What follows belongs to an exercise in optimizing a design on an open flow for small area; a production flow would make more cautious choices. Only simulation tests tie the RTL to the original design; equivalence was not proved. Power is estimated from default activity; no workload was simulated.

<file path="flow/run.sh">
#!/bin/bash
set -e
export BUFFER_PORTS_ARGS="-buffer_cell sky130_fd_sc_hd__buf_1"
bash standard.sh > standard.log 2>&1
</file>
<file path="standard.sh">
#!/bin/bash
# synth_recipe.tcl (not shown) runs the flow's synth.tcl, then flattens the netlist and writes it again
# the make line also repeats each setting of config.mk as NAME=value (left out here)
make -C /OpenROAD-flow-scripts/flow DESIGN_CONFIG=/design/flow/config.mk WORK_HOME=/design/flow/orfs CLKGATE_MAP_FILE= SYNTH_SCRIPT=/design/flow/synth_recipe.tcl "${@:-finish}"
</file>
<file path="config.mk">
export PLATFORM = sky130hd
export DESIGN_NAME = spi_denetleyici
export DESIGN_NICKNAME = spi_denetleyici
export VERILOG_FILES = /design/flow/design.v
export SDC_FILE = /design/flow/constraint.sdc
export NUM_CORES = 4
export LEC_CHECK = 0
export CAP_MARGIN = 20
export CORE_MARGIN = 2
export CORE_UTILIZATION = 40
export CTS_BUF_LIST = sky130_fd_sc_hd__clkbuf_8
export CTS_CLUSTER_DIAMETER = 60
export CTS_CLUSTER_SIZE = 16
export SLEW_MARGIN = 20
export SYNTH_HIERARCHICAL = 1
</file>
<file path="constraint.sdc">
create_clock -name core_clock -period 8.0 [get_ports {clk_i}]
set_input_delay 1.6000 -clock core_clock [delete_from_list [all_inputs] [get_ports {clk_i}]]
set_output_delay 1.6000 -clock core_clock [all_outputs]
set_load 0.01 [all_outputs]
</file>
<file path="design.v">
`timescale 1ps / 1ps
module spi_denetleyici (
   input clk_i,
   input rst_i,
   input  [ 7:0] wb_adr_i,
   input  [31:0] wb_dat_i,
   input         wb_we_i,
   input         wb_stb_i,
   input  [ 3:0] wb_sel_i,
   input         wb_cyc_i,
   output        wb_ack_o,
   output [31:0] wb_dat_o,
   input  [3:0] qspi_data_i,
   output [3:0] qspi_data_o,
   output [3:0] qspi_data_oe,
   output spi_cs_o,
   output spi_sck_o
);
   localparam [1:0] S_IDLE = 2'd0, S_INST = 2'd1, S_DUMMY = 2'd2, S_DATA = 2'd3;
   reg [31:0] rf0, rf1, rf2, rf3, rf4, rf5, rf6, rf7, rf8, rf9;
   reg [1:0]  state;
   reg [3:0]  word_ctr;
   reg [10:0] bit_ctr;
   reg [31:0] t_buffer;
   reg [31:0] r_buffer;
   reg        ack;
   reg        inst_flag;
   reg        clock_en;
   reg [5:0]  prescale_ctr;
   wire [7:0] instruction_value = rf0[7:0];
   wire [1:0] data_mod = rf0[9:8];
   wire write_flash = rf0[10];
   wire [4:0] dummy_cycles = rf0[15:11];
   wire [8:0] data_size = rf0[24:16];
   wire [5:0] prescale = rf0[30:25];
   wire x4 = data_mod == 2'b11;
   wire x2 = data_mod == 2'b10;
   wire x1 = ~x4 & ~x2;
   wire idle = state == S_IDLE;
   wire st_inst = state == S_INST;
   wire st_dummy = state == S_DUMMY;
   wire st_data = state == S_DATA;
   wire nrst = ~rst_i;
   assign wb_ack_o = ack | (wb_stb_i & (wb_adr_i != 8'd0));
   always @(posedge clk_i) begin
      if (rst_i) begin
         prescale_ctr <= 6'd0;
         clock_en <= 1'b0;
      end else if (prescale_ctr < prescale) begin
         clock_en <= 1'b0;
         prescale_ctr <= prescale_ctr + 6'd1;
      end else begin
         clock_en <= 1'b1;
         prescale_ctr <= 6'd0;
      end
   end
   wire lo0 = bit_ctr[2:0] == 3'd0;
   wire hi0 = bit_ctr[10:3] == 8'h00;
   wire hi1 = bit_ctr[10:3] == 8'hff;
   wire bc_zero = hi0 & lo0;
   wire bc_one = hi0 & (bit_ctr[2:0] == 3'd1);
   wire d_end = hi1 & lo0;
   wire word_end = (bit_ctr[4:3] == 2'b11) & (bit_ctr[2:0] == {x4, x2, x1});
   wire adr0 = rf1 == 32'd0;
   wire dummy0 = dummy_cycles == 5'd0;
   wire start = clock_en & idle & wb_stb_i & inst_flag;
   wire inst_tick = clock_en & st_inst;
   wire inst_end = inst_tick & bc_one;
   wire dum_end = clock_en & st_dummy & bc_zero;
   wire enter = (inst_end & dummy0) | dum_end;
   wire data_tick = clock_en & st_data & ~d_end;
   wire data_end = clock_en & st_data & d_end;
   wire adv = data_tick & word_end;
   wire store = adv & ~write_flash;
   wire wload = enter | (adv & write_flash);
   wire bus_we = wb_we_i & idle;
   wire [2:0] bc_step = st_data ? {x4, x2, x1} : 3'd1;
   wire [10:0] bc_dec = bit_ctr - {8'd0, bc_step};
   always @(posedge clk_i) begin
      if (rst_i) begin
         state <= S_IDLE;
         word_ctr <= 4'd0;
         bit_ctr <= 11'd0;
         ack <= 1'b0;
         inst_flag <= 1'b0;
      end else begin
         if (bus_we & (wb_adr_i == 8'd0) & ~ack)
            inst_flag <= 1'b1;
         if (inst_tick)
            inst_flag <= 1'b0;
         if (clock_en & idle) ack <= 1'b0;
         if (data_end) ack <= 1'b1;
         if (start) word_ctr <= 4'd0;
         if (enter | adv) word_ctr <= word_ctr + 4'd1;
         if (start) state <= S_INST;
         if (inst_end) state <= dummy0 ? S_DATA : S_DUMMY;
         if (dum_end) state <= S_DATA;
         if (data_end) state <= S_IDLE;
         if (start) bit_ctr <= adr0 ? 11'd8 : 11'd32;
         else if (enter) bit_ctr <= {data_size[7:0], 3'b000};
         else if (inst_end) bit_ctr <= {6'd0, dummy_cycles};
         else if (inst_tick | (clock_en & st_dummy) | data_tick) bit_ctr <= bc_dec;
      end
   end
   wire [5:0] rd_idx = wb_adr_i[7:2];
   wire [9:0] rsel;      
   wire [9:0] wen;       
   wire [9:2] usel;      
   genvar g;
   generate
      for (g = 0; g < 10; g = g + 1) begin : dec
         assign rsel[g] = rd_idx == g;
         if (g == 0) begin : w0
            assign wen[g] = rst_i | (bus_we & rsel[g]);
         end else begin : wn
            assign wen[g] = rst_i | (bus_we & rsel[g]) | (store & (word_ctr == g - 1));
         end
         if (g >= 2) begin : u
            assign usel[g] = nrst & wload & (word_ctr == g - 2);
         end
      end
   endgenerate
   wire usel_i = nrst & start;
   wire [1:0] bl = bit_ctr[1:0];
   wire nib_last = x4 | (x2 & (bl == 2'd2)) | (x1 & (bl == 2'd1));
   wire t_sh4 = (inst_tick & (bl == 2'd1)) | (data_tick & write_flash & nib_last);
   wire h4 = nrst & ~wload & t_sh4;
   wire t_en = rst_i | start | t_sh4 | enter;
   wire rd_tick = data_tick & ~write_flash;
   wire r_en = rst_i | (rd_tick & nib_last);
   wire rs3_en = rd_tick & ~x4 & (bl == 2'd0);
   wire rs2_en = rd_tick & ((x1 & (bl == 2'd3)) | (x2 & (bl == 2'd0)));
   wire rs1_en = rd_tick & x1 & (bl == 2'd2);
   reg rs3, rs2, rs1;
   always @(posedge clk_i) begin
      if (rs3_en) rs3 <= x2 ? qspi_data_i[1] : qspi_data_i[0];
      if (rs2_en) rs2 <= qspi_data_i[0];
      if (rs1_en) rs1 <= qspi_data_i[0];
   end
   wire idle_nr = nrst & idle;
   wire busy_nr = nrst & ~idle;
   wire [31:0] iw = {instruction_value, rf1[23:0]};
   wire [31:0] wd;       
   wire [31:0] t_d;      
   wire [31:0] rdat;
   generate
      for (g = 0; g < 32; g = g + 1) begin : dp
         wire ra, rb, rc, rd;
         g_a222oi ra_i (.a1(rsel[0]), .a2(rf0[g]), .b1(rsel[1]), .b2(rf1[g]), .c1(rsel[2]), .c2(rf2[g]), .y(ra));
         g_a222oi rb_i (.a1(rsel[3]), .a2(rf3[g]), .b1(rsel[4]), .b2(rf4[g]), .c1(rsel[5]), .c2(rf5[g]), .y(rb));
         g_a222oi rc_i (.a1(rsel[6]), .a2(rf6[g]), .b1(rsel[7]), .b2(rf7[g]), .c1(rsel[8]), .c2(rf8[g]), .y(rc));
         g_nand2  rd_i (.a(rsel[9]), .b(rf9[g]), .y(rd));
         g_nand4  ro_i (.a(ra), .b(rb), .c(rc), .d(rd), .y(rdat[g]));
         wire ta, tb, tc, td;
         g_a222oi ta_i (.a1(usel[2]), .a2(rf2[g]), .b1(usel[3]), .b2(rf3[g]), .c1(usel[4]), .c2(rf4[g]), .y(ta));
         g_a222oi tb_i (.a1(usel[5]), .a2(rf5[g]), .b1(usel[6]), .b2(rf6[g]), .c1(usel[7]), .c2(rf7[g]), .y(tb));
         g_a222oi tc_i (.a1(usel[8]), .a2(rf8[g]), .b1(usel[9]), .b2(rf9[g]), .c1(usel_i), .c2(iw[g]), .y(tc));
         if (g >= 4) begin : sh4
            g_nand2 td_i (.a(h4), .b(t_buffer[g-4]), .y(td));
            g_nand4 to_i (.a(ta), .b(tb), .c(tc), .d(td), .y(t_d[g]));
            g_a22o wd_i (.a1(idle_nr), .a2(wb_dat_i[g]), .b1(busy_nr), .b2(r_buffer[g-4]), .y(wd[g]));
         end else begin : sh0
            g_nand3 to_i (.a(ta), .b(tb), .c(tc), .y(t_d[g]));
         end
      end
   endgenerate
   assign wd[3] = (idle_nr & wb_dat_i[3]) | (busy_nr & (x4 ? qspi_data_i[3] : rs3));
   assign wd[2] = (idle_nr & wb_dat_i[2]) | (busy_nr & (x4 ? qspi_data_i[2] : rs2));
   assign wd[1] = (idle_nr & wb_dat_i[1]) | (busy_nr & (x1 ? rs1 : qspi_data_i[1]));
   assign wd[0] = (idle_nr & wb_dat_i[0]) | (busy_nr & qspi_data_i[0]);
   assign wb_dat_o = rdat;
   always @(posedge clk_i) begin
      if (wen[0]) rf0 <= wd;
      if (wen[1]) rf1 <= wd;
      if (wen[2]) rf2 <= wd;
      if (wen[3]) rf3 <= wd;
      if (wen[4]) rf4 <= wd;
      if (wen[5]) rf5 <= wd;
      if (wen[6]) rf6 <= wd;
      if (wen[7]) rf7 <= wd;
      if (wen[8]) rf8 <= wd;
      if (wen[9]) rf9 <= wd;
      if (r_en) r_buffer <= wd;
      if (t_en) t_buffer <= t_d;
   end
   wire [1:0] out_mod = (st_dummy | st_data) ? (write_flash ? data_mod : 2'b00) : 2'b01;
   wire om1 = out_mod == 2'b01;
   wire om2 = out_mod == 2'b10;
   wire om3 = out_mod == 2'b11;
   reg x1_bit;
   always @(*)
      case (bl)
         2'd0: x1_bit = t_buffer[31];
         2'd3: x1_bit = t_buffer[30];
         2'd2: x1_bit = t_buffer[29];
         default: x1_bit = t_buffer[28];
      endcase
   assign qspi_data_o[0] = (om1 & x1_bit) | (om3 & t_buffer[28]);
   assign qspi_data_o[1] = om3 & t_buffer[29];
   assign qspi_data_o[2] = (om3 & t_buffer[30]) | (om2 & (bl[1] ? t_buffer[28] : t_buffer[30]));
   assign qspi_data_o[3] = (om3 & t_buffer[31]) | (om2 & (bl[1] ? t_buffer[29] : t_buffer[31]));
   assign qspi_data_oe = out_mod == 2'b11 ? 4'b1111 :
                         out_mod == 2'b10 ? 4'b1100 :
                         out_mod == 2'b01 ? 4'b0001 : 4'b0000;
   assign spi_cs_o = idle;
   assign spi_sck_o = ~idle & ((prescale == 6'd0) | clock_en);
endmodule
module g_a222oi (input a1, input a2, input b1, input b2, input c1, input c2, output y);
   assign y = ~((a1 & a2) | (b1 & b2) | (c1 & c2));
endmodule
module g_a22oi (input a1, input a2, input b1, input b2, output y);
   assign y = ~((a1 & a2) | (b1 & b2));
endmodule
module g_a22o (input a1, input a2, input b1, input b2, output y);
   assign y = (a1 & a2) | (b1 & b2);
endmodule
module g_nand2 (input a, input b, output y);
   assign y = ~(a & b);
endmodule
module g_nand3 (input a, input b, input c, output y);
   assign y = ~(a & b & c);
endmodule
module g_nand4 (input a, input b, input c, input d, output y);
   assign y = ~(a & b & c & d);
endmodule
</file>
==> results_dict.tcl, run 1 <==
set metrics [dict create \
    outcome "finished clean" \
    first_pass_iters 12 \
    p_sw_w 0.000909 \
    drtAntennaViolNets 0 \
    power_leakage_nw 6.16 \
    max_freq_ghz 0.171 \
    vias_per_cell 6.89 \
    synthFlopType "edfxtp_1" \
    place.gp.congestion 0.864 \
    clockPowerShare_pct 30.6 \
    die-height_um 209 \
    n_fill_cell 3698 \
    cts.sinks 409 \
    drv_slew 0 \
    syn_avg_cell_area_sq_um 15.6 \
    drt_iter0_drc 2584 \
    grt_max_degree 37 \
    synth_edf_count 383 \
    area_growth_syn_to_layout_pct 11.4 \
    cts_tree "done" \
    clk_pin_slew_ns 0.09 \
    rsz0062_at_grt "false" \
    die-area_sq_um 43700 \
    place_hpwl_um 31800 \
    grt_usage_pct 24.9 \
    grt-ovfl-total 0 \
    port-buffer-count 90 \
    synth_nets 1142 \
    hold_class "reg2reg" \
    antenna_found_initial 2 \
    start_kind "input port" \
    place_inst 1717 \
    post_cts_resized 0 \
    postCtsSetupBuffers 0 \
    finalNonFillerCells 1767 \
    core_region_area_sq_um 41700 \
    cap_violations 0 \
    fin_setup_tns_ns 0 \
    cp_num_buf_inv 3 \
    critical_path_class "in2out" \
    skew_ns 0.0295 \
    min_period_ns 5.85 \
    pwr-share-comb_pct 4.7 \
    grt_pass1_vias 11900 \
    ctsHoldBuffers 0 \
    yosys.area.top_type "edfxtp_1" \
    start_util_pct 40.3 \
    synth.top_cell.area_share_pct 68.4 \
    cp.required_ns 6.40 \
    relSlewSlack_pct 22.2 \
    clk_latency_ns 0.59 \
    ctsRootBufferMaster "clkbuf_8" \
    htree_num_levels 2 \
    syn_area_sq_um 16800 \
    post_drt_wl_per_cell_um 31.3 \
    ys_top_cells_by_area "edfxtp_1 68%, a222oi_1 11%, dfxtp_1 3.1%, nand4_1 2.4%, nand2_1 1.9%" \
    rows 75 \
    grt_pass1_wl_um 79100 \
    hold_viol_final 0 \
    p_sw_share_pct 23.0 \
    vias 12200 \
    ys_seq_area_share_pct 71.5 \
    pwr-share-seq_pct 64.7 \
    internal_power_w 0.00304 \
    n_antenna_cell 0 \
    die_w_um 209 \
    ir_worst_vdd_uv 122 \
    synthTopCellsByCount "383 x edfxtp_1, 192 x a222oi_1, 87 x nand2_1" \
    cts_buffers 34 \
    power_density_nw_per_um2 211 \
    async_reset_ff_share_pct 0 \
    cpPeakStageDelay_ns 0.92 \
    ys_types 59 \
    critPathMostFrequentCell "buf_1" \
    critPathCaptureType "output pin" \
    wl_um 55300 \
    layout-drive-gt1-share_pct 9.85 \
    final_nets 1281 \
    synth-seq-cells 409 \
    synth.most_common_cell "edfxtp_1" \
    synth_cells 1075 \
    ios 96 \
    arrival_ns 4.25 \
    crit_fanout 18 \
    setup_viol 0 \
    cp_top_family "simple AND/OR/NAND/NOR gates" \
    yosys_warnings 7 \
    fin_crit_sh_pct 73.1 \
    cp_cell_sequence "buf_1, nor3_1, nand2_1, nor2_2, buf_4, a222oi_1, nand4_1, buf_1" \
    tightestPinTransition_ns 1.17 \
    clockBufferDepth 3 \
    drc 0 \
    cpMaxStageDelayCell "nor2_2" \
    final_util_pct 44.9 \
]
-- path summary, 6_finish.rpt --
kind	startpoint	endpoint	slack [ns]	cells after the start
worst max-delay path	wb_adr_i[5]	wb_dat_o[17]	2.15	8
worst min-delay path	prescale_ctr[0]	prescale_ctr[0]	0.47	1
worst max register to register	rf0[11]	t_buffer[28]	3.52	9
worst min register to register	prescale_ctr[0]	prescale_ctr[0]	0.47	1
-- layout make-up --
cell class              instances  area, sq um  area share, %
clock buffers                  35          482           2.57
clock inverters                15          173          0.922
inverters                      15         56.3          0.301
multi-input cells             628         4710           25.1
flip-flops and latches        409        12000           64.2
well taps                     539          674           3.60
repair buffers                126          609           3.25
-- routing by layer --
layer  track usage (%)  routed length [um]
met2              37.4               24100
met3              5.73                7580
met5                 0                   9
met4              8.77                1900
met1              35.6               21700
-- Yosys stat by module, one instance, submodules excluded --
| module | area [sq um] | times used | flip-flops and latches | cells inside |
|---|---|---|---|---|
| g_a22o | 8.76 | 28 | 0 | 1 |
| g_a222oi | 10.0 | 192 | 0 | 1 |
| spi_denetleyici | 14000 | 1 | 409 | 731 |
| g_nand3 | 5.00 | 4 | 0 | 1 |
| g_nand4 | 6.26 | 60 | 0 | 1 |
| g_nand2 | 3.75 | 60 | 0 | 1 |
-- state kept, by name, indices dropped and copies added (netlist names), 11 cells and up --
register / cells
rf3: 32
rf5: 32
rf7: 32
rf8: 32
r_buffer: 28
rf9: 32
rf4: 32
rf6: 32
rf2: 32
bit_ctr: 11
t_buffer: 32
rf0: 32
rf1: 32
-- kinds of logic after synthesis --
group	count (synthesis)	synth area share [%]
AOI/OAI and AO/OA	295	16.0
xor gates and xnor gates	11	0.573
adders and majority gates	14	1.09
buffers and inverters	38	0.953
DFF	409	71.5
muxes	6	0.439
and+or+nand+nor	302	9.38
-- cells in the final DEF (no fill, tap or decap), types with 3 or more instances in the layout --
master / n
a211oi_1: 5
a21o_1: 4
a21oi_1: 14
a221o_2: 8
a222oi_1: 192
a22o_1: 31
a31oi_1: 7
and2_1: 10
buf_1: 89
buf_4: 36
bufinv_16: 3
clkbuf_8: 35
dfxtp_1: 26
edfxtp_1: 383
ha_1: 13
inv_1: 18
inv_6: 4
mux2i_1: 4
nand2_1: 87
nand2b_1: 9
nand3_1: 20
nand3b_1: 5
nand4_1: 64
nor2_1: 33
nor2_2: 5
nor2_4: 5
nor2b_1: 6
nor3_1: 13
nor3_2: 3
nor4_1: 11
o21a_1: 3
o21ai_0: 14
or2_2: 4
or3_1: 8
or4_1: 5
xnor2_1: 6
xor2_1: 5
-- metrics by stage --
step | hold WS [ns] | setup slack [ns] | total power [W] | area, sq um
after CTS | 0.480 | 2.26 | 0.00396 | 18700
final | 0.469 | 2.15 | 0.00395 | 18700
after global placement | 0.447 | 2.33 | 0.00278 | 18100
after global routing | 0.503 | 2.10 | 0.00406 | 18700
after floorplan | 0.425 | 1.96 | 0.00266 | 16800
after detailed placement | 0.456 | 2.27 | 0.00278 | 18100
-- power groups by stage --
stage	Combinational [W]	Sequential, W	Clock [W]
final	0.000185	0.00255	0.00121
after global routing	0.000197	0.00256	0.00130
after CTS	0.000184	0.00255	0.00122
after detailed placement	0.000184	0.00260	0
after global placement	0.000181	0.00259	0
after floorplan	0.0000973	0.00256	0
==> run 2: changes to the inputs <==
==> run.sh (new file) <==
#!/bin/bash
# synth_recipe.tcl (not shown) runs the flow's synth.tcl, then flattens the netlist and writes it again
# the make line also repeats each setting of config.mk as NAME=value (left out here)
make -C /OpenROAD-flow-scripts/flow DESIGN_CONFIG=/design/flow/config.mk WORK_HOME=/design/flow/orfs CLKGATE_MAP_FILE= SYNTH_SCRIPT=/design/flow/synth_recipe.tcl finish
--- a/config.mk
+++ b/config.mk
@@ -5,11 +5,11 @@
 export SDC_FILE = /design/flow/constraint.sdc
 export NUM_CORES = 4
 export LEC_CHECK = 0
-export CAP_MARGIN = 20
+export CAP_MARGIN = 5
 export CORE_MARGIN = 2
 export CORE_UTILIZATION = 40
 export CTS_BUF_LIST = sky130_fd_sc_hd__clkbuf_8
 export CTS_CLUSTER_DIAMETER = 60
 export CTS_CLUSTER_SIZE = 16
-export SLEW_MARGIN = 20
+export SLEW_MARGIN = 5
 export SYNTH_HIERARCHICAL = 1
removed: flow/run.sh
removed: standard.sh
==> run 2 against run 1 <==
Sequential cell count is the same. Final area up 2.8%. Core utilization is 1.3 points higher. Wire length shrank 0.50%. Synthesized cell count stayed put. Sequential power about the same. Final cell count stayed put. Largest power group unchanged. Total power about the same. Non-clock buffer count down 2. Still clean on timing, DRC and antenna. Combinational power rose by 11%. Critical path depth is the same. Global-route usage shrank 0.095 points.
==> results_dict.tcl, run 2 <==
set metrics [dict create \
    setup_ws_ns 1.59 \
    hold-path-cell-count 1 \
    rows 75 \
    fin_crit_sh_pct 80.2 \
    clk_latency_ns 0.60 \
    synthFlopType "edfxtp_1" \
    syn_area_sq_um 16800 \
    vias_per_cell 6.91 \
    skew_ns 0.0374 \
    arrival_ns 4.81 \
    htree_num_levels 2 \
    synth-simple-area-share_pct 9.38 \
    yosys.area.top_type "edfxtp_1" \
    power_leakage_nw 6.36 \
    cts_buffers 35 \
    worstReg2RegStart "rf0[11]" \
    final_nets 1280 \
    fin_setup_tns_ns 0 \
    synth_fa_ha_area_share_pct 1.09 \
    setup_viol 0 \
    first_pass_iters 13 \
    min_period_ns 6.41 \
    wl_um 55100 \
    reg2reg_depth 9 \
    drtAntennaViolNets 0 \
    vias 12200 \
    area_growth_syn_to_layout_pct 14.6 \
    clockBufferDepth 3 \
    ctsRootBufferMaster "clkbuf_8" \
    grt_usage_pct 24.8 \
    start_util_pct 40.3 \
    crit_fanout 23 \
    cap_violations 0 \
    place.gp.congestion 0.861 \
    post_cts_resized 0 \
    cts_tree "done" \
    synth_mux_area_share_pct 0.439 \
    synth_edf_count 383 \
    place_ws_ns 1.68 \
    final_cell_mix "383 x edfxtp_1, 192 x a222oi_1, 90 x clkdlybuf4s50_1" \
    synth-xor-area-share_pct 0.573 \
    final_util_pct 46.2 \
    synth-seq-cells 409 \
    antenna_found_initial 0 \
    start_kind "input port" \
    cts.sinks 409 \
    ir_worst_vdd_uv 107 \
    critical_path_class "in2out" \
    ys_types 59 \
    post_drt_wl_per_cell_um 31.2 \
    place_hpwl_um 32100 \
    layout_commonest_cell "edfxtp_1" \
    drv_slew 0 \
    min_from "inst_flag" \
    ys_seq_area_share_pct 71.5 \
    clk_pin_slew_ns 0.10 \
    tightestPinTransition_ns 1.27 \
    relSlewSlack_pct 15.4 \
    grt-ovfl-total 0 \
    synth_compound_area_share_pct 16.0 \
    synth_top_family_by_area "compound AO/OA/AOI/OAI gates" \
    synth.top_cell.area_share_pct 68.4 \
    hold_viol_final 0 \
    ys_top_cells_by_area "edfxtp_1 68%, a222oi_1 11%, dfxtp_1 3.1%, nand4_1 2.4%, nand2_1 1.9%" \
    synth_nets 1142 \
    port-buffer-count 90 \
    synth_cells 1075 \
    n_antenna_cell 0 \
    postCtsSetupBuffers 0 \
    ctsHoldBuffers 0 \
    core_region_area_sq_um 41700 \
    die_w_um 209 \
    power_density_nw_per_um2 205 \
    layout-drive-gt1-share_pct 9.69 \
    outcome "finished clean" \
    reg2reg_slack_ns 3.77 \
    die-height_um 209 \
    yosys_warnings 7 \
    drc 0 \
    hold_end "inst_flag" \
    grt_pass1_vias 12000 \
    max_freq_ghz 0.156 \
    syn_avg_cell_area_sq_um 15.6 \
    synth.most_common_cell "edfxtp_1" \
    ios 96 \
    cp.required_ns 6.40 \
    grt_max_degree 37 \
    whs_ns 0.484 \
    die-area_sq_um 43700 \
    rsz0062_at_grt "false" \
    total_power_w 0.00395 \
    hold_class "reg2reg" \
    synthTopCellsByCount "383 x edfxtp_1, 192 x a222oi_1, 87 x nand2_1" \
    critPathCaptureType "output pin" \
    async_reset_ff_share_pct 0 \
    r2r-end "t_buffer[31]" \
    drt_iter0_drc 2766 \
    grt_pass1_wl_um 79900 \
]
[run 2: cell counts after synthesis]
Identical to the previous run, type by type.
[run 2: logic make-up after synthesis]
| family | Yosys count |
|---|---|
| AO/OA/AOI/OAI | 295 |
| multiplexers | 6 |
| flip-flops | 409 |
| AND/OR/NAND/NOR | 302 |
| XOR/XNOR | 11 |
| adder cells (fa/ha/maj) | 14 |
| buffers and inverters | 38 |
[run 2: layer usage]
metal  routed length, um  vias up  track usage (%)
li1                    -     5079                -
met1               21900     6018             35.7
met2               24200      977             37.4
met3                7010      144             4.82
met4                1990        0             9.21
met5                   0        -                0
[run 2: how the worst max path moves through the flow]
stage / start / endpoint / depth (start not counted)
6_report: wb_adr_i[5] / wb_dat_o[31] / 8
4_1_cts: wb_adr_i[4] / wb_dat_o[20] / 7
5_1_grt: wb_adr_i[5] / wb_dat_o[25] / 8
3_5_place_dp: wb_adr_i[4] / wb_dat_o[20] / 7
2_1_floorplan: wb_adr_i[4] / wb_dat_o[0] / 4
3_3_place_gp: wb_adr_i[4] / wb_dat_o[20] / 7
[run 2: layout make-up]
cell class / count / area (sq um)
Tap cell: 539 / 674
Clock inverter: 16 / 143
Timing Repair Buffer: 124 / 1160
Clock buffer: 36 / 495
Inverter: 15 / 56.3
Multi-Input combinational cell: 628 / 4710
Fill cell: 3678 / 22400
Sequential cell: 409 / 12000
[run 2: per-module statistics from Yosys (local to each module, per instance)]
module | flops+latches | times used | area (sq um) | cells
spi_denetleyici | 409 | 1 | 14000 | 731
g_nand4 | 0 | 60 | 6.26 | 1
g_a22o | 0 | 28 | 8.76 | 1
g_a222oi | 0 | 192 | 10.0 | 1
g_nand2 | 0 | 60 | 3.75 | 1
g_nand3 | 0 | 4 | 5.00 | 1
[run 2: power breakdown]
part           switching, W  internal [W]
logic              0.000137     0.0000691
registers         0.0000782       0.00248
clock network      0.000721      0.000468
[run 2: worst max-delay path, cell delays in order]
cell             delay [ns]
clkdlybuf4s50_1        0.42
nor3_1                 0.34
nand2_1                0.30
nor2_4                 0.83
buf_4                  0.36
a222oi_1               0.14
nand4_1                0.22
clkdlybuf4s50_1        0.58
[run 2: stage by stage]
stage          instances  instance area, sq um
2_1_floorplan       1075                 16800
3_3_place_gp        1715                 18600
3_5_place_dp        1715                 18600
4_1_cts             1767                 19300
5_1_grt             1767                 19300
6_report            1767                 19300
==> run 3: changes to the inputs <==
==> flow/run.sh (new file) <==
#!/bin/bash
set -e
export BUFFER_PORTS_ARGS="-buffer_cell sky130_fd_sc_hd__buf_1"
bash standard.sh > standard.log 2>&1
==> standard.sh (new file) <==
#!/bin/bash
# synth_recipe.tcl (not shown) runs the flow's synth.tcl, then flattens the netlist and writes it again
# the make line also repeats each setting of config.mk as NAME=value (left out here)
make -C /OpenROAD-flow-scripts/flow DESIGN_CONFIG=/design/flow/config.mk WORK_HOME=/design/flow/orfs CLKGATE_MAP_FILE= SYNTH_SCRIPT=/design/flow/synth_recipe.tcl "${@:-finish}"
removed: run.sh
==> run 3 against run 2 <==
Total power hardly changed. Critical endpoint is now wb_dat_o[17]. Clock power is essentially flat. Critical path type unchanged. Critical path depth stayed put. Setup slack better by 0.57 ns. Largest cell class unchanged. Still clean.
==> results_dict.tcl, run 3 <==
set metrics [dict create \
    first_pass_iters 12 \
    layout-drive-gt1-share_pct 9.85 \
    synthTopCellsByCount "383 x edfxtp_1, 192 x a222oi_1, 87 x nand2_1" \
    drc 0 \
    vias 12200 \
    place_hpwl_um 31800 \
    setup_ws_ns 2.15 \
    layout_commonest_cell "edfxtp_1" \
    drt_iter0_drc 2584 \
    area_growth_syn_to_layout_pct 11.4 \
    fin_area_sq_um 18700 \
    wl_um 55300 \
    synth_mux_area_share_pct 0.439 \
    power_leakage_nw 6.16 \
    cp.required_ns 6.40 \
    finalNonFillerCells 1767 \
    cap_violations 0 \
    final_cell_mix "383 x edfxtp_1, 192 x a222oi_1, 89 x buf_1" \
    clk_latency_ns 0.59 \
    crit_fanout 18 \
    start_util_pct 40.3 \
    die-height_um 209 \
    placed_area_sq_um 18100 \
    synth.most_common_cell "edfxtp_1" \
    vias_per_cell 6.89 \
    grt_pass1_vias 11900 \
    async_reset_ff_share_pct 0 \
    fin_crit_sh_pct 73.1 \
    synth-simple-area-share_pct 9.38 \
    ys_top_cells_by_area "edfxtp_1 68%, a222oi_1 11%, dfxtp_1 3.1%, nand4_1 2.4%, nand2_1 1.9%" \
    ir_worst_vdd_uv 122 \
    hold_viol_final 0 \
    yosys_warnings 7 \
    grt_usage_pct 24.9 \
    synth_top_family_by_area "compound AO/OA/AOI/OAI gates" \
    internal_power_w 0.00304 \
    drtAntennaViolNets 0 \
    ys_types 59 \
    start_kind "input port" \
    p_sw_share_pct 23.0 \
    critPathCaptureType "output pin" \
    clockPowerShare_pct 30.6 \
    whs_ns 0.469 \
    yosys.area.top_type "edfxtp_1" \
    cts_tree "done" \
    setup_viol 0 \
    cts_buffers 34 \
    p_sw_w 0.000909 \
    drv_slew 0 \
    rows 75 \
    grt_max_degree 37 \
    outcome "finished clean" \
    syn_avg_cell_area_sq_um 15.6 \
    ys_seq_area_share_pct 71.5 \
    place.gp.congestion 0.864 \
    place_ws_ns 2.27 \
    skew_ns 0.0295 \
    synthFlopType "edfxtp_1" \
    port-buffer-count 90 \
    clockBufferDepth 3 \
    n_fill_cell 3698 \
    rsz0062_at_grt "false" \
    final_nets 1281 \
    synth_fa_ha_area_share_pct 1.09 \
    synth_edf_count 383 \
    critical_path_class "in2out" \
    power_density_nw_per_um2 211 \
    arrival_ns 4.25 \
    max_freq_ghz 0.171 \
    synth_nets 1142 \
    synth_compound_area_share_pct 16.0 \
    core_region_area_sq_um 41700 \
    synth-seq-cells 409 \
    ios 96 \
    pwr-share-comb_pct 4.7 \
    grt-ovfl-total 0 \
    grt_pass1_wl_um 79100 \
    die_w_um 209 \
    synth.top_cell.area_share_pct 68.4 \
    pwr-share-seq_pct 64.7 \
    postCtsSetupBuffers 0 \
    syn_area_sq_um 16800 \
    die-area_sq_um 43700 \
    min_period_ns 5.85 \
    synth-xor-area-share_pct 0.573 \
    ctsRootBufferMaster "clkbuf_8" \
    synth_cells 1075 \
    fin_setup_tns_ns 0 \
    antenna_found_initial 2 \
    ctsHoldBuffers 0 \
    post_cts_resized 0 \
    place_inst 1717 \
    hold_class "reg2reg" \
    relSlewSlack_pct 22.2 \
    htree_num_levels 2 \
    tightestPinTransition_ns 1.17 \
    post_drt_wl_per_cell_um 31.3 \
    clk_pin_slew_ns 0.09 \
    n_antenna_cell 0 \
    cts.sinks 409 \
]
## run 3: cells by family (layout without fill, tap and decap cells)
family                   Yosys count  in the layout
multiplexers                       6              6
buffers and inverters             38            191
adder cells (fa/ha/maj)           14             14
XOR/XNOR                          11             11
flip-flops                       409            409
AO/OA/AOI/OAI                    295            295
AND/OR/NAND/NOR                  302            302
## run 3: path summary, 6_finish.rpt
check | from | endpoint | slack (ns) | cells after the start
min reg2reg | prescale_ctr[0] | prescale_ctr[0] | 0.47 | 1
min | prescale_ctr[0] | prescale_ctr[0] | 0.47 | 1
max | wb_adr_i[5] | wb_dat_o[17] | 2.15 | 8
max reg2reg | rf0[11] | t_buffer[28] | 3.52 | 9
## run 3: worst max-delay path: stages
cell,delay [ns]
buf_1,0.09
nor3_1,0.25
nand2_1,0.28
nor2_2,0.92
buf_4,0.49
a222oi_1,0.19
nand4_1,0.21
buf_1,0.19
## run 3: stage by stage
step,power [W],utilization [%]
finish,0.00395,44.9
CTS,0.00396,44.9
global route,0.00406,44.9
floorplan,0.00266,-
detailed placement,0.00278,43.4
global placement,0.00278,43.4
## run 3: layer usage
metal / GRT usage, % / wire length (um)
met2: 37.4 / 24100
met3: 5.73 / 7580
met4: 8.77 / 1900
met1: 35.6 / 21700
met5: 0 / 9
## run 3: per-module statistics from Yosys, one instance, submodules excluded
module / area, sq um / cells inside / flops+latches
g_nand2: 3.75 / 1 / 0
spi_denetleyici: 14000 / 731 / 409
g_nand3: 5.00 / 1 / 0
g_a222oi: 10.0 / 1 / 0
g_a22o: 8.76 / 1 / 0
g_nand4: 6.26 / 1 / 0
## run 3: final cells by class
| type | count | area, sq um | area share (%) |
|---|---|---|---|
| Sequential cell | 409 | 12000 | 64.2 |
| Clock inverter | 15 | 173 | 0.922 |
| Inverter | 15 | 56.3 | 0.301 |
| Clock buffer | 35 | 482 | 2.57 |
| Timing Repair Buffer | 126 | 609 | 3.25 |
| Multi-Input combinational cell | 628 | 4710 | 25.1 |
| Tap cell | 539 | 674 | 3.60 |
## run 3: power by group through the flow
| stage | registers [W] | logic [W] | clock network, W |
|---|---|---|---|
| global placement | 0.00259 | 0.000181 | 0 |
| finish | 0.00255 | 0.000185 | 0.00121 |
| global route | 0.00256 | 0.000197 | 0.00130 |
| CTS | 0.00255 | 0.000184 | 0.00122 |
| floorplan | 0.00256 | 0.0000973 | 0 |
| detailed placement | 0.00260 | 0.000184 | 0 |
==> run 4: changes to the inputs <==
==> flow/run.sh (replaced) <==
#!/bin/bash
set -e
export BUFFER_PORTS_ARGS="-buffer_cell sky130_fd_sc_hd__buf_1"
export CTS_ARGS="-sink_clustering_enable -repair_clock_nets -dont_use_dummy_load -buf_list sky130_fd_sc_hd__clkbuf_16 -sink_clustering_size 24 -sink_clustering_max_diameter 80"
bash standard.sh > standard.log 2>&1
==> run 4 against run 3 <==
Global-route usage decreased by 0.33 points. Sequential share of layout area increased by 0.36 points. Sequential power about the same. Sequential cell count unchanged. Clock power decreased by 7%. Hold slack got worse by 0.0037 ns. Final cell count decreased by 1.6%. Register-to-register slack got worse by 0.04 ns. Non-clock buffer count unchanged.
==> results_dict.tcl, run 4 <==
set metrics [dict create \
    cap_violations 0 \
    wl_met1_um 21700 \
    top_layer_used "met4" \
    relSlewSlack_pct 23.6 \
    cts.sinks 409 \
    ys_seq_area_share_pct 71.5 \
    dr_wl_met3_um 7480 \
    outcome "finished clean" \
    postCtsSetupBuffers 0 \
    min_period_ns 5.83 \
    post_cts_resized 0 \
    setup_ws_ns 2.17 \
    final_nets 1269 \
    hold_viol_final 0 \
    tightestPinTransition_ns 1.15 \
    max_freq_ghz 0.172 \
    fin_crit_sh_pct 72.9 \
    first_pass_iters 10 \
    yosys_warnings 7 \
    layout_commonest_cell "edfxtp_1" \
    area_growth_syn_to_layout_pct 10.8 \
    vias 12300 \
    ir_worst_vdd_uv 155 \
    synth_cells 1075 \
    die_w_um 209 \
    ios 96 \
    n_antenna_cell 0 \
    synth_edf_count 383 \
    final_cell_mix "383 x edfxtp_1, 192 x a222oi_1, 89 x buf_1" \
    core_region_area_sq_um 41700 \
    clk_pin_slew_ns 0.08 \
    place.gp.congestion 0.864 \
    fin_area_sq_um 18600 \
    arrival_ns 4.23 \
    rsz0062_at_grt "false" \
    skew_ns 0.0623 \
    ys_top_cells_by_area "edfxtp_1 68%, a222oi_1 11%, dfxtp_1 3.1%, nand4_1 2.4%, nand2_1 1.9%" \
    ctsHoldBuffers 0 \
    start_kind "input port" \
    placed_area_sq_um 18100 \
    port-buffer-count 90 \
    power_density_nw_per_um2 207 \
    htree_num_levels 1 \
    crit_fanout 18 \
    setup_viol 0 \
    cts_buffers 22 \
    start_util_pct 40.3 \
    antenna_found_initial 0 \
    async_reset_ff_share_pct 0 \
    fin_setup_tns_ns 0 \
    grt_usage_pct 24.5 \
    critical_path_class "in2out" \
    synth_nets 1142 \
    clockBufferDepth 3 \
    grt_pass1_wl_um 78500 \
    cts_tree "done" \
    grt-ovfl-total 0 \
    ctsRootBufferMaster "clkbuf_16" \
    synthTopCellsByCount "383 x edfxtp_1, 192 x a222oi_1, 87 x nand2_1" \
    synth.top_cell.area_share_pct 68.4 \
    critPathCaptureType "output pin" \
    drtAntennaViolNets 0 \
    post_drt_wl_per_cell_um 31.6 \
    rows 75 \
    die-area_sq_um 43700 \
    synthFlopType "edfxtp_1" \
    synth-seq-cells 409 \
    ys_types 59 \
    met2WireLength_um 24000 \
    place_ws_ns 2.27 \
    hold_class "reg2reg" \
    wl_um 55000 \
    synth.most_common_cell "edfxtp_1" \
    syn_area_sq_um 16800 \
    grt_pass1_vias 11700 \
    drv_slew 0 \
    drc 0 \
    drt_iter0_drc 2740 \
    vias_per_cell 7.05 \
    grt_max_degree 37 \
    place_hpwl_um 31800 \
    cp.required_ns 6.40 \
    yosys.area.top_type "edfxtp_1" \
    layout-drive-gt1-share_pct 8.08 \
    clk_latency_ns 0.57 \
    syn_avg_cell_area_sq_um 15.6 \
    die-height_um 209 \
    power_leakage_nw 6.08 \
]
## run 4: cell counts after synthesis
No cell type changed its count.
## run 4: per-module statistics from Yosys (local to each module, per instance)
module,cells inside,flip-flops and latches,cell area [sq um],times used
spi_denetleyici,731,409,14000,1
g_a22o,1,0,8.76,28
g_nand3,1,0,5.00,4
g_nand2,1,0,3.75,60
g_nand4,1,0,6.26,60
g_a222oi,1,0,10.0,192
## run 4: worst paths after layout
check             cells past startpoint               to       startpoint  slack, ns
setup / recovery                      8     wb_dat_o[17]      wb_adr_i[5]       2.17
hold / removal                        1  prescale_ctr[0]  prescale_ctr[0]       0.47
setup reg to reg                      9     t_buffer[28]          rf0[11]       3.48
hold reg to reg                       1  prescale_ctr[0]  prescale_ctr[0]       0.47
## run 4: report_power, final
group | total [W] | switching, W | internal (W)
sequential | 0.00255 | 0.0000755 | 0.00248
combinational | 0.000186 | 0.000140 | 0.0000458
clock | 0.00112 | 0.000632 | 0.000491
total | 0.00386 | 0.000848 | 0.00301
## run 4: cell type report
class	count	area, sq um
Tap cell	539	674
Fill cell	3703	23000
Clock buffer	22	551
Timing Repair Buffer	126	609
Inverter	15	56.3
Sequential cell	409	12000
Multi-Input combinational cell	628	4710
## run 4: per-layer routing
metal / global-route usage [%] / vias up
li1: - / 5039
met1: 36.0 / 6033
met2: 37.5 / 1055
met3: 4.49 / 129
met4: 7.12 / 0
met5: 0 / -
## run 4: kinds of logic after synthesis
| group | after synthesis | share of synthesized area [%] |
|---|---|---|
| flip-flops | 409 | 71.5 |
| AND/OR/NAND/NOR | 302 | 9.38 |
| AO/OA/AOI/OAI | 295 | 16.0 |
| buffers and inverters | 38 | 0.953 |
| adder cells (fa/ha/maj) | 14 | 1.09 |
| XOR/XNOR | 11 | 0.573 |
| multiplexers | 6 | 0.439 |
## run 4: worst max-delay path, stage by stage
cell	delay, ns
buf_1	0.09
nor3_1	0.25
nand2_1	0.29
nor2_2	0.92
buf_4	0.50
a222oi_1	0.19
nand4_1	0.20
buf_1	0.18
## run 4: per-stage QoR
| stage | util, % | std cells | hold WS [ns] | total power, W |
|---|---|---|---|---|
| finish | 44.7 | 1739 | 0.465 | 0.00386 |
| CTS | 44.7 | 1739 | 0.475 | 0.00386 |
| global route | 44.7 | 1739 | 0.492 | 0.00396 |
| floorplan | - | 1075 | 0.425 | 0.00266 |
| detailed placement | 43.4 | 1717 | 0.456 | 0.00278 |
| global placement | 43.4 | 1717 | 0.447 | 0.00278 |
==> run 5: changes to the inputs <==
==> flow/run.sh (replaced) <==
#!/bin/bash
set -e
export BUFFER_PORTS_ARGS="-buffer_cell sky130_fd_sc_hd__buf_1"
export CTS_ARGS="-sink_clustering_enable -repair_clock_nets -dont_use_dummy_load -buf_list sky130_fd_sc_hd__clkbuf_8 -sink_clustering_size 18 -sink_clustering_max_diameter 55"
bash standard.sh > standard.log 2>&1
==> run 5 against run 4 <==
Still clean on timing, DRC and antenna. Total power fell by 4.0%. Wire length rose by 0.35%. Final area fell by 0.67%. Die area did not move. Critical path type unchanged. Critical endpoint unchanged. Highest routed layer unchanged.
==> results_dict.tcl, run 5 <==
set metrics [dict create \
    power_leakage_nw 6.03 \
    min_period_ns 5.91 \
    arrival_ns 4.31 \
    synth.top_cell.area_share_pct 68.4 \
    core_region_area_sq_um 41700 \
    post_drt_wl_per_cell_um 31.6 \
    drt_iter0_drc 2608 \
    place_hpwl_um 31800 \
    worstReg2RegStart "rf0[12]" \
    start_kind "input port" \
    critPathCaptureType "output pin" \
    first_pass_iters 10 \
    async_reset_ff_share_pct 0 \
    hold_class "reg2reg" \
    ys_top_cells_by_area "edfxtp_1 68%, a222oi_1 11%, dfxtp_1 3.1%, nand4_1 2.4%, nand2_1 1.9%" \
    ctsHoldBuffers 0 \
    skew_ns 0.0882 \
    cap_violations 0 \
    clk_latency_ns 0.68 \
    n_antenna_cell 0 \
    setup_ws_ns 2.09 \
    synth_cells 1075 \
    htree_num_levels 1 \
    fin_setup_tns_ns 0 \
    synthTopCellsByCount "383 x edfxtp_1, 192 x a222oi_1, 87 x nand2_1" \
    cts_buffers 31 \
    area_growth_syn_to_layout_pct 10.0 \
    rsz0062_at_grt "false" \
    ys_types 59 \
    cts_tree "done" \
    max_freq_ghz 0.169 \
    fin_crit_sh_pct 73.9 \
    vias_per_cell 6.96 \
    port-buffer-count 90 \
    layout-drive-gt1-share_pct 8.77 \
    syn_area_sq_um 16800 \
    place.gp.congestion 0.864 \
    die_w_um 209 \
    setup_viol 0 \
    startpoint "wb_adr_i[5]" \
    grt_pass1_vias 11800 \
    outcome "finished clean" \
    grt_pass1_wl_um 79000 \
    drc 0 \
    synthFlopType "edfxtp_1" \
    rows 75 \
    grt-ovfl-total 0 \
    drv_slew 0 \
    layout_commonest_cell "edfxtp_1" \
    final_cell_mix "383 x edfxtp_1, 192 x a222oi_1, 89 x buf_1" \
    cts.sinks 409 \
    multi_input_area_sq_um 4710 \
    hold_viol_final 0 \
    synth_edf_count 383 \
    seq_area_sq_um 12000 \
    synth-seq-cells 409 \
    synth.most_common_cell "edfxtp_1" \
    power_density_nw_per_um2 200 \
    die-height_um 209 \
    n_fill_cell 3724 \
    clk_pin_slew_ns 0.08 \
    yosys.area.top_type "edfxtp_1" \
    final_nets 1278 \
    grt_max_degree 37 \
    postCtsSetupBuffers 0 \
    min_from "prescale_ctr[0]" \
    ios 96 \
    syn_avg_cell_area_sq_um 15.6 \
    die-area_sq_um 43700 \
    ctsRootBufferMaster "clkbuf_8" \
    tightestPinTransition_ns 1.16 \
    place_ws_ns 2.27 \
    crit_fanout 18 \
    post_cts_resized 0 \
    critical_path_class "in2out" \
    relSlewSlack_pct 22.6 \
    synth_nets 1142 \
    vias 12200 \
    drtAntennaViolNets 0 \
    ir_worst_vdd_uv 116 \
    antenna_found_initial 0 \
    clockBufferDepth 3 \
    grt_usage_pct 24.8 \
    ys_seq_area_share_pct 71.5 \
    start_util_pct 40.3 \
    wl_um 55200 \
    cp.required_ns 6.40 \
    yosys_warnings 7 \
]
==> run 5: cell counts after synthesis <==
Identical to the previous run, type by type.
==> run 5: critical path, cell delays in order <==
cell	delay (ns)
buf_1	0.09
nor3_1	0.25
nand2_1	0.29
nor2_2	0.96
buf_4	0.51
a222oi_1	0.19
nand4_1	0.21
buf_1	0.19
==> run 5: Yosys stat by module, one instance, submodules excluded <==
module	copies in the design	cell area, sq um
g_a22o	28	8.76
g_nand2	60	3.75
spi_denetleyici	1	14000
g_a222oi	192	10.0
g_nand3	4	5.00
g_nand4	60	6.26
==> run 5: final cells by class <==
class / count / share of cell area [%]
Sequential cell: 409 / 65.0
Multi-Input combinational cell: 628 / 25.4
Tap cell: 539 / 3.65
Timing Repair Buffer: 126 / 3.29
Clock buffer: 31 / 2.31
Inverter: 15 / 0.304
==> run 5: power breakdown <==
part / internal [W] / total [W] / switching, W / leakage [nW]
Combinational: 0.0000458 / 0.000185 / 0.000139 / 1.70
Clock: 0.000344 / 0.000970 / 0.000626 / 0.223
Sequential: 0.00248 / 0.00255 / 0.0000757 / 4.11
Total: 0.00287 / 0.00371 / 0.000841 / 6.03
==> run 5: cells by family (layout without fill, tap and decap cells) <==
logic type	count (synthesis)	count (layout)	share of synthesized area [%]
AOI/OAI and AO/OA	295	295	16.0
xor gates and xnor gates	11	11	0.573
adders and majority gates	14	14	1.09
buffers and inverters	38	172	0.953
DFF	409	409	71.5
muxes	6	6	0.439
and+or+nand+nor	302	302	9.38
==> run 5: per-layer routing <==
| layer | part of all wire, % | routed length, um | GRT usage [%] |
|---|---|---|---|
| met3 | 13 | 7270 | 5.02 |
| met4 | 3.9 | 2130 | 9.11 |
| met5 | 0 | 0 | 0 |
| met2 | 43 | 24000 | 37.1 |
| met1 | 39 | 21800 | 35.8 |
==> run 5: path summary, 6_finish.rpt <==
kind	slack, ns	endpoint	cells past startpoint
max reg2reg	3.53	t_buffer[28]	9
min reg2reg	0.47	prescale_ctr[0]	1
min	0.47	prescale_ctr[0]	1
max	2.09	wb_dat_o[17]	8
==> run 5: per-stage QoR <==
step                cell area [sq um]  hold WS (ns)  util [%]  std cells  power [W]
floorplan                       16800         0.425         -       1075    0.00266
global placement                18100         0.447      43.4       1717    0.00278
detailed placement              18100         0.456      43.4       1717    0.00278
CTS                             18500         0.477      44.4       1748    0.00372
global route                    18500         0.503      44.4       1748    0.00382
finish                          18500         0.467      44.4       1748    0.00371
==> run 6: changes to the inputs <==
--- a/config.mk
+++ b/config.mk
@@ -8,8 +8,6 @@
 export CAP_MARGIN = 5
 export CORE_MARGIN = 2
 export CORE_UTILIZATION = 40
-export CTS_BUF_LIST = sky130_fd_sc_hd__clkbuf_8
-export CTS_CLUSTER_DIAMETER = 60
-export CTS_CLUSTER_SIZE = 16
+export PLACE_DENSITY = 0.8
 export SLEW_MARGIN = 5
 export SYNTH_HIERARCHICAL = 1
==> run 6 against run 5 <==
Still clean on timing, DRC and antenna. Critical path depth fell by 1. Final area down 0.68%. Non-clock buffer count shrank 9. Total power shrank 1.3%. Register-to-register slack gained 0.10 ns. Critical path type unchanged. Critical endpoint is now wb_dat_o[14]. Largest cell class unchanged.
==> results_dict.tcl, run 6 <==
set metrics [dict create \
    syn_avg_cell_area_sq_um 15.6 \
    yosys.area.top_type "edfxtp_1" \
    synth.top_cell.area_share_pct 68.4 \
    clockBufferDepth 3 \
    cp.required_ns 6.40 \
    synth.most_common_cell "edfxtp_1" \
    postCtsSetupBuffers 0 \
    first_pass_iters 13 \
    area_growth_syn_to_layout_pct 9.29 \
    gr-max-usage-layer "met2" \
    clk_pin_slew_ns 0.10 \
    min_period_ns 5.95 \
    tightestPinTransition_ns 1.26 \
    place.gp.congestion 0.856 \
    hold_viol_final 0 \
    place_hpwl_um 29700 \
    power_density_nw_per_um2 199 \
    cap_violations 0 \
    drc 0 \
    port-buffer-count 90 \
    drt_iter0_drc 3402 \
    core_region_area_sq_um 41700 \
    rsz0062_at_grt "false" \
    ios 96 \
    setup_viol 0 \
    power_leakage_nw 5.97 \
    arrival_ns 4.35 \
    placed_area_sq_um 18000 \
    max_freq_ghz 0.168 \
    fin_setup_tns_ns 0 \
    gr-usage-met2_pct 33.6 \
    syn_area_sq_um 16800 \
    synth_edf_count 383 \
    final_nets 1266 \
    async_reset_ff_share_pct 0 \
    grt_max_degree 37 \
    grt_pass1_wl_um 75900 \
    ctsHoldBuffers 0 \
    cts_buffers 28 \
    vias 12300 \
    n_antenna_cell 0 \
    die_w_um 209 \
    vias_per_cell 7.09 \
    layout-drive-gt1-share_pct 7.94 \
    htree_num_levels 1 \
    synth-seq-cells 409 \
    clk_latency_ns 0.66 \
    cts_tree "done" \
    ys_types 59 \
    ys_top_cells_by_area "edfxtp_1 68%, a222oi_1 11%, dfxtp_1 3.1%, nand4_1 2.4%, nand2_1 1.9%" \
    rows 75 \
    ys_seq_area_share_pct 71.5 \
    start_kind "input port" \
    drv_slew 0 \
    grt-ovfl-total 0 \
    crit_fanout 18 \
    synthFlopType "edfxtp_1" \
    post_drt_wl_per_cell_um 30.1 \
    fin_area_sq_um 18400 \
    synthTopCellsByCount "383 x edfxtp_1, 192 x a222oi_1, 87 x nand2_1" \
    fin_crit_sh_pct 74.4 \
    wl_um 52200 \
    hold_class "reg2reg" \
    antenna_found_initial 0 \
    yosys_warnings 7 \
    synth_cells 1075 \
    use_met3_pct 8.96 \
    die-area_sq_um 43700 \
    die-height_um 209 \
    drtAntennaViolNets 0 \
    critical_path_class "in2out" \
    layout_commonest_cell "edfxtp_1" \
    start_util_pct 40.3 \
    ir_worst_vdd_uv 163 \
    synth_nets 1142 \
    met1_usage_pct 31.5 \
    ctsRootBufferMaster "clkbuf_8" \
    total_power_w 0.00366 \
    outcome "finished clean" \
    post_cts_resized 0 \
    skew_ns 0.120 \
    final_cell_mix "383 x edfxtp_1, 192 x a222oi_1, 90 x buf_1" \
    relSlewSlack_pct 15.9 \
    grt_pass1_vias 11900 \
    critPathCaptureType "output pin" \
    grt_usage_pct 23.2 \
    cts.sinks 409 \
]
[run 6: changes by cell type in the layout (fill, tap and decap cells not counted)]
cell / previous run / this run
clkbuf_2: 1 / 0
buf_1: 89 / 90
nor2_2: 5 / 10
and2_2: 0 / 2
clkbuf_8: 31 / 28
and2_1: 10 / 8
nor2_4: 5 / 0
nor3_4: 0 / 1
buf_4: 36 / 27
nor3_2: 3 / 2
[run 6: worst max-delay path, stage by stage]
cell and delay [ns]:
buf_1 0.09, or4b_2 0.80, nor3_4 0.82, buf_4 0.47
a222oi_1 0.17, nand4_1 0.22, buf_1 0.17
[run 6: stage by stage]
stage	cells	setup WS, ns	utilization [%]	hold slack, ns
after floorplan	1075	1.96	-	0.425
after global placement	1708	2.19	43.2	0.444
after detailed placement	1708	2.14	43.2	0.463
after CTS	1736	2.13	44.1	0.472
after global routing	1736	2.03	44.1	0.515
final	1736	2.05	44.1	0.478
[run 6: kinds of logic after synthesis]
kind of cell,count (synthesis),share of synthesized area [%]
compound gates,295,16.0
xor+xnor,11,0.573
fa+ha+maj,14,1.09
buf+inv,38,0.953
flops,409,71.5
mux,6,0.439
simple gates,302,9.38
[run 6: final timing paths]
check | to | cells past startpoint | from | slack, ns
setup / recovery | wb_dat_o[14] | 7 | wb_adr_i[4] | 2.05
hold / removal | bit_ctr[10] | 2 | rf0[23] | 0.48
setup reg to reg | t_buffer[28] | 9 | rf0[11] | 3.63
hold reg to reg | bit_ctr[10] | 2 | rf0[23] | 0.48
[run 6: area by class of cell]
type,count,area [sq um]
clock buffer,28,385
fill,3642,23300
inverter,15,56.3
multi-input combinational,628,4690
sequential,409,12000
tap,539,674
timing repair buffer,117,541
[run 6: power by group]
part,switching [W],internal (W),total (W)
sequential,0.0000781,0.00248,0.00255
clock,0.000611,0.000313,0.000924
combinational,0.000137,0.0000430,0.000180
[run 6: routing by layer]
metal  wire length, um  part of all wire, %
met1             17600                   34
met2             22000                   42
met3             10200                   19
met4              2430                  4.7
met5                 0                    0
[run 6: per-module statistics from Yosys (local to each module, per instance)]
module	cells	cell area, sq um
g_nand2	1	3.75
g_nand4	1	6.26
spi_denetleyici	731	14000
g_a22o	1	8.76
g_nand3	1	5.00
g_a222oi	1	10.0
==> run 7: changes to the inputs <==
==> flow/run.sh (replaced) <==
#!/bin/bash
set -e
export BUFFER_PORTS_ARGS="-buffer_cell sky130_fd_sc_hd__buf_1"
export CTS_ARGS="-sink_clustering_enable -repair_clock_nets -dont_use_dummy_load -buf_list sky130_fd_sc_hd__clkbuf_8 -sink_clustering_size 16 -sink_clustering_max_diameter 60"
bash standard.sh > standard.log 2>&1
--- a/config.mk
+++ b/config.mk
@@ -8,6 +8,8 @@
 export CAP_MARGIN = 5
 export CORE_MARGIN = 2
 export CORE_UTILIZATION = 40
-export PLACE_DENSITY = 0.8
+export CTS_BUF_LIST = sky130_fd_sc_hd__clkbuf_8
+export CTS_CLUSTER_DIAMETER = 60
+export CTS_CLUSTER_SIZE = 16
 export SLEW_MARGIN = 5
 export SYNTH_HIERARCHICAL = 1
==> run 7 against run 6 <==
Still clean on timing, DRC and antenna. Die area did not move. Combinational power is 3% higher. Final cell count up 0.98%. Synthesized cell count stayed put. Via count decreased by 0.43%. Global-route usage grew 1.6 points. Critical endpoint is now wb_dat_o[17]. Largest cell class unchanged. Largest power group unchanged.
==> results_dict.tcl, run 7 <==
set metrics [dict create \
    total_power_w 0.00376 \
    min_from "prescale_ctr[0]" \
    cp_num_buf_inv 3 \
    critPathCaptureType "output pin" \
    skew_ns 0.0738 \
    ys_seq_area_share_pct 71.5 \
    reg2reg_slack_ns 3.46 \
    grt-ovfl-total 0 \
    max_freq_ghz 0.170 \
    grt_pass1_wl_um 79000 \
    synthFlopType "edfxtp_1" \
    antenna_found_initial 2 \
    critical_path_class "in2out" \
    area_growth_syn_to_layout_pct 10.3 \
    setup_ws_ns 2.11 \
    drtAntennaViolNets 0 \
    cp.required_ns 6.40 \
    hold_class "reg2reg" \
    clockBufferDepth 3 \
    layout-drive-gt1-share_pct 8.99 \
    synth.most_common_cell "edfxtp_1" \
    setup_viol 0 \
    hold_end "prescale_ctr[0]" \
    r2r-end "t_buffer[28]" \
    ys_types 59 \
    relSlewSlack_pct 23.0 \
    worstReg2RegStart "rf0[11]" \
    cp_top_family "simple AND/OR/NAND/NOR gates" \
    syn_area_sq_um 16800 \
    power_density_nw_per_um2 203 \
    placed_area_sq_um 18100 \
    ys_top_cells_by_area "edfxtp_1 68%, a222oi_1 11%, dfxtp_1 3.1%, nand4_1 2.4%, nand2_1 1.9%" \
    finalNonFillerCells 1753 \
    cts_buffers 34 \
    start_util_pct 40.3 \
    arrival_ns 4.29 \
    drc 0 \
    hold_viol_final 0 \
    htree_num_levels 2 \
    postCtsSetupBuffers 0 \
    min_period_ns 5.89 \
    cts.sinks 409 \
    layout_commonest_cell "edfxtp_1" \
    async_reset_ff_share_pct 0 \
    vias 12300 \
    wl_um 55300 \
    grt_pass1_vias 11800 \
    fin_setup_tns_ns 0 \
    critPathMostFrequentCell "buf_1" \
    synth_edf_count 383 \
    ctsHoldBuffers 0 \
    place_inst 1717 \
    place_ws_ns 2.27 \
    cp_cell_sequence "buf_1, nor3_1, nand2_1, nor2_2, buf_4, a222oi_1, nand4_1, buf_1" \
    tightestPinTransition_ns 1.15 \
    drv_slew 0 \
    yosys_warnings 7 \
    reg2reg_depth 9 \
    outcome "finished clean" \
    cpPeakStageDelay_ns 0.96 \
    place_hpwl_um 31800 \
    ctsRootBufferMaster "clkbuf_8" \
    fin_area_sq_um 18500 \
    hold-path-cell-count 1 \
    ir_worst_vdd_uv 105 \
    start_kind "input port" \
    die-height_um 209 \
    drt_iter0_drc 2607 \
    vias_per_cell 6.99 \
    fin_crit_sh_pct 73.7 \
    yosys.area.top_type "edfxtp_1" \
    die_w_um 209 \
    port-buffer-count 90 \
    ios 96 \
    grt_max_degree 37 \
    synth_nets 1142 \
    cpMaxStageDelayCell "nor2_2" \
    crit_fanout 18 \
    rows 75 \
    first_pass_iters 9 \
    die-area_sq_um 43700 \
    synth_cells 1075 \
    cap_violations 0 \
    clk_latency_ns 0.59 \
    rsz0062_at_grt "false" \
    synth.top_cell.area_share_pct 68.4 \
    grt_usage_pct 24.9 \
    core_region_area_sq_um 41700 \
    cts_tree "done" \
    final_cell_mix "383 x edfxtp_1, 192 x a222oi_1, 89 x buf_1" \
    clk_pin_slew_ns 0.08 \
    post_cts_resized 0 \
    synth-seq-cells 409 \
    place.gp.congestion 0.864 \
    syn_avg_cell_area_sq_um 15.6 \
    synthTopCellsByCount "383 x edfxtp_1, 192 x a222oi_1, 87 x nand2_1" \
    power_leakage_nw 6.06 \
    final_nets 1281 \
    post_drt_wl_per_cell_um 31.6 \
]
run 7: cell count changes in the layout (fill, tap and decap cells not counted), sizes merged:
cell,change
diode,+2
buf,+8
clkbuf,+7
run 7: worst max path at each step:
stage                start      endpoint  slack (ns)  cells after the start
2_1_floorplan  wb_adr_i[4]   wb_dat_o[0]        1.96                      4
3_3_place_gp   wb_adr_i[5]  wb_dat_o[21]        2.33                      8
3_5_place_dp   wb_adr_i[5]  wb_dat_o[17]        2.27                      8
4_1_cts        wb_adr_i[5]  wb_dat_o[17]        2.26                      8
5_1_grt        wb_adr_i[5]   wb_dat_o[3]        2.10                      8
6_report       wb_adr_i[5]  wb_dat_o[17]        2.11                      8
run 7: through the flow:
stage / hold WS (ns) / utilization (%)
finish: 0.467 / 44.5
global route: 0.501 / 44.5
CTS: 0.477 / 44.5
detailed placement: 0.456 / 43.4
global placement: 0.447 / 43.4
floorplan: 0.425 / -
run 7: layout make-up:
type                       instances  area (sq um)
timing repair buffer             126           609
clock buffer                      34           468
antenna                            2          5.00
sequential                       409         12000
multi-input combinational        628          4710
tap                              539           674
fill                            3708         23100
inverter                          15          56.3
run 7: power by group:
part	switching [W]	internal (W)	leakage, nW
clock	0.000636	0.000383	0.244
sequential	0.0000759	0.00248	4.11
combinational	0.000140	0.0000458	1.70
run 7: cells by family after synthesis:
kind of cell | count (synthesis) | share of synthesized area (%)
flops | 409 | 71.5
simple gates | 302 | 9.38
compound gates | 295 | 16.0
buf+inv | 38 | 0.953
fa+ha+maj | 14 | 1.09
xor+xnor | 11 | 0.573
mux | 6 | 0.439
run 7: Yosys stat by module, one instance, submodules excluded:
module           times used  cells  cell area [sq um]  flops+latches
g_nand4                  60      1               6.26              0
g_nand3                   4      1               5.00              0
spi_denetleyici           1    731              14000            409
g_a22o                   28      1               8.76              0
g_a222oi                192      1               10.0              0
g_nand2                  60      1               3.75              0
run 7: metal layers:
metal	GRT usage [%]	up-vias	wire length [um]
li1	-	5063	-
met1	35.6	6075	21900
met2	37.2	983	24100
met3	5.56	139	7250
met4	9.19	2	2080
met5	0	-	9
==> run 8: changes to the inputs <==
--- a/config.mk
+++ b/config.mk
@@ -8,8 +8,6 @@
 export CAP_MARGIN = 5
 export CORE_MARGIN = 2
 export CORE_UTILIZATION = 40
-export CTS_BUF_LIST = sky130_fd_sc_hd__clkbuf_8
-export CTS_CLUSTER_DIAMETER = 60
-export CTS_CLUSTER_SIZE = 16
+export PLACE_DENSITY = 0.9
 export SLEW_MARGIN = 5
 export SYNTH_HIERARCHICAL = 1
==> run 8 against run 7 <==
Largest cell class unchanged. Clock-buffer cell count down 5. First-iteration DRC count up 47%. Synthesized area unchanged. Clock skew down 0.025 ns. Sequential power about the same.
==> results_dict.tcl, run 8 <==
set metrics [dict create \
    outcome "finished clean" \
    cp-endpoint "wb_dat_o[21]" \
    whs_ns 0.484 \
    setup_viol 0 \
    internal_power_w 0.00284 \
    p_sw_share_pct 22.8 \
    ctsHoldBuffers 0 \
    grt_pass1_wl_um 76500 \
    max_freq_ghz 0.160 \
    final_nets 1262 \
    yosys.area.top_type "edfxtp_1" \
    grt-ovfl-total 0 \
    power_leakage_nw 5.95 \
    synth.most_common_cell "edfxtp_1" \
    hold_viol_final 0 \
    cap_violations 0 \
    synth_cells 1075 \
    drtAntennaViolNets 0 \
    antenna_found_initial 2 \
    pwr-share-comb_pct 5.0 \
    grt_pass1_vias 12400 \
    final_util_pct 44.1 \
    rsz0062_at_grt "false" \
    crit_fanout 21 \
    worstReg2RegStart "rf0[9]" \
    synth_edf_count 383 \
    cts.sinks 409 \
    ys_seq_area_share_pct 71.5 \
    clockPowerShare_pct 25.5 \
    reg2reg_slack_ns 3.85 \
    ys_top_cells_by_area "edfxtp_1 68%, a222oi_1 11%, dfxtp_1 3.1%, nand4_1 2.4%, nand2_1 1.9%" \
    min_from "inst_flag" \
    ys_types 59 \
    reg2reg_depth 6 \
    start_util_pct 40.3 \
    pwr-share-seq_pct 69.5 \
    ios 96 \
    rows 75 \
    min_period_ns 6.26 \
    hold_class "reg2reg" \
    layout-drive-gt1-share_pct 8.13 \
    vias_per_cell 7.33 \
    wl_um 53100 \
    startpoint "wb_adr_i[4]" \
    fin_crit_sh_pct 78.2 \
    n_antenna_cell 0 \
    port-buffer-count 90 \
    yosys_warnings 7 \
    relSlewSlack_pct 13.2 \
    synth-seq-cells 409 \
    htree_num_levels 1 \
    synthTopCellsByCount "383 x edfxtp_1, 192 x a222oi_1, 87 x nand2_1" \
    tightestPinTransition_ns 1.30 \
    skew_ns 0.0484 \
    die-height_um 209 \
    power_density_nw_per_um2 201 \
    async_reset_ff_share_pct 0 \
    syn_avg_cell_area_sq_um 15.6 \
    synthFlopType "edfxtp_1" \
    p_sw_w 0.000838 \
    critical_path_class "in2out" \
    grt_usage_pct 23.4 \
    clockBufferDepth 3 \
    post_cts_resized 0 \
    ctsRootBufferMaster "clkbuf_8" \
    clk_latency_ns 0.61 \
    place_ws_ns 2.13 \
    setup_ws_ns 1.74 \
    total_power_w 0.00368 \
    cts_buffers 29 \
    drv_slew 0 \
    hold-path-cell-count 1 \
    postCtsSetupBuffers 0 \
    ir_worst_vdd_uv 133 \
    cp.required_ns 6.40 \
    drt_iter0_drc 3845 \
    post_drt_wl_per_cell_um 30.6 \
    place_hpwl_um 30600 \
    start_kind "input port" \
    die_w_um 209 \
    r2r-end "rf6[23]" \
    final_cell_mix "383 x edfxtp_1, 192 x a222oi_1, 90 x buf_1" \
    critPathCaptureType "output pin" \
    syn_area_sq_um 16800 \
    cts_tree "done" \
    area_growth_syn_to_layout_pct 9.21 \
    synth.top_cell.area_share_pct 68.4 \
    arrival_ns 4.66 \
    place.gp.congestion 0.900 \
    die-area_sq_um 43700 \
    synth_nets 1142 \
    first_pass_iters 13 \
    fin_setup_tns_ns 0 \
    drc 0 \
    grt_max_degree 37 \
    clk_pin_slew_ns 0.11 \
    core_region_area_sq_um 41700 \
    vias 12700 \
    layout_commonest_cell "edfxtp_1" \
]
==> run 8: cell counts after synthesis <==
No cell type changed its count.
==> run 8: area by class of cell <==
class	count	area, sq um
Timing Repair Buffer	112	503
Tap cell	539	674
Inverter	15	56.3
Clock buffer	29	399
Fill cell	3590	23300
Sequential cell	409	12000
Multi-Input combinational cell	628	4700
==> run 8: per-module statistics from Yosys, one instance, submodules excluded <==
module	copies in the design	area, sq um
g_a222oi	192	10.0
g_a22o	28	8.76
g_nand2	60	3.75
g_nand3	4	5.00
g_nand4	60	6.26
spi_denetleyici	1	14000
==> run 8: worst min path at each step <==
stage	to	slack, ns
global placement	prescale_ctr[0]	0.45
floorplan	prescale_ctr[0]	0.43
detailed placement	inst_flag	0.46
global route	inst_flag	0.50
CTS	inst_flag	0.48
finish	inst_flag	0.48
==> run 8: power by group through the flow <==
| stage | Sequential [W] | Combinational, W | Clock, W |
|---|---|---|---|
| finish | 0.00256 | 0.000183 | 0.000941 |
| global placement | 0.00259 | 0.000169 | 0 |
| global route | 0.00257 | 0.000190 | 0.00101 |
| floorplan | 0.00256 | 0.0000973 | 0 |
| CTS | 0.00255 | 0.000176 | 0.000933 |
| detailed placement | 0.00260 | 0.000176 | 0 |
==> run 8: kinds of logic after synthesis <==
kind of cell,Yosys count,share of synthesized area [%]
AO/OA/AOI/OAI,295,16.0
XOR/XNOR,11,0.573
adder cells (fa/ha/maj),14,1.09
buffers and inverters,38,0.953
flip-flops,409,71.5
multiplexers,6,0.439
AND/OR/NAND/NOR,302,9.38
==> run 8: per-layer routing <==
layer | track usage (%) | routed length (um) | up-vias
met2 | 34.0 | 22400 | 1511
met5 | 0 | 13 | -
met4 | 11.0 | 2980 | 2
met1 | 30.6 | 16800 | 5880
li1 | - | - | 5025
met3 | 9.33 | 10900 | 269
==> run 8: worst max-delay path: stages <==
cell      delay (ns)
buf_1           0.09
or4b_2          0.80
nor3_4          1.03
buf_4           0.51
a222oi_1        0.17
nand4_1         0.25
buf_1           0.18
==> run 8: per-stage QoR <==
step,cells,instance area [sq um]
after floorplan,1075,16800
after global placement,1703,18000
after detailed placement,1703,18000
after CTS,1732,18400
after global routing,1732,18400
final,1732,18400

re-timing with driven ports:
Ports are ideal in the flow. The routed layouts listed here were re-timed in OpenROAD. Step 1 sets driving cells, clkbuf_16 on the clock port and buf_2 on the other inputs (assumed; they add their load-dependent delay and slew). Step 2, shift: input delay + t, output delay - t, t = (earliest + latest rising clock arrival at the registers) / 2. This alone moves slack from input paths to output paths. Slacks: no drivers / after step 1 / after step 2; pairs: no drivers / after step 1.
| run | t, ns | setup WS [ns] | latest minus earliest clock arrival (ns) | worst data-port slew with drivers (ns) |
|---|---|---|---|---|
| run 1 | 0.627 | 2.154 / 2.130 / 2.130 | 0.030 / 0.029 | 0.06 |
| run 2 | 0.633 | 1.587 / 1.559 / 1.559 | 0.037 / 0.037 | 0.07 |
| run 3 | 0.627 | 2.154 / 2.130 / 2.130 | 0.030 / 0.029 | 0.06 |
| run 4 | 0.592 | 2.171 / 2.147 / 2.147 | 0.063 / 0.063 | 0.06 |
| run 5 | 0.689 | 2.091 / 2.068 / 2.068 | 0.090 / 0.090 | 0.06 |
| run 6 | 0.649 | 2.048 / 2.026 / 2.026 | 0.124 / 0.124 | 0.05 |
| run 7 | 0.607 | 2.107 / 2.083 / 2.083 | 0.074 / 0.074 | 0.06 |
| run 8 | 0.635 | 1.741 / 1.721 / 1.721 | 0.051 / 0.051 | 0.07 |
After both steps every run listed still meets setup and hold. For run 2, which loses most, drivers alone change the setup slack by -0.028 ns; drivers and shift together by -0.028 ns.
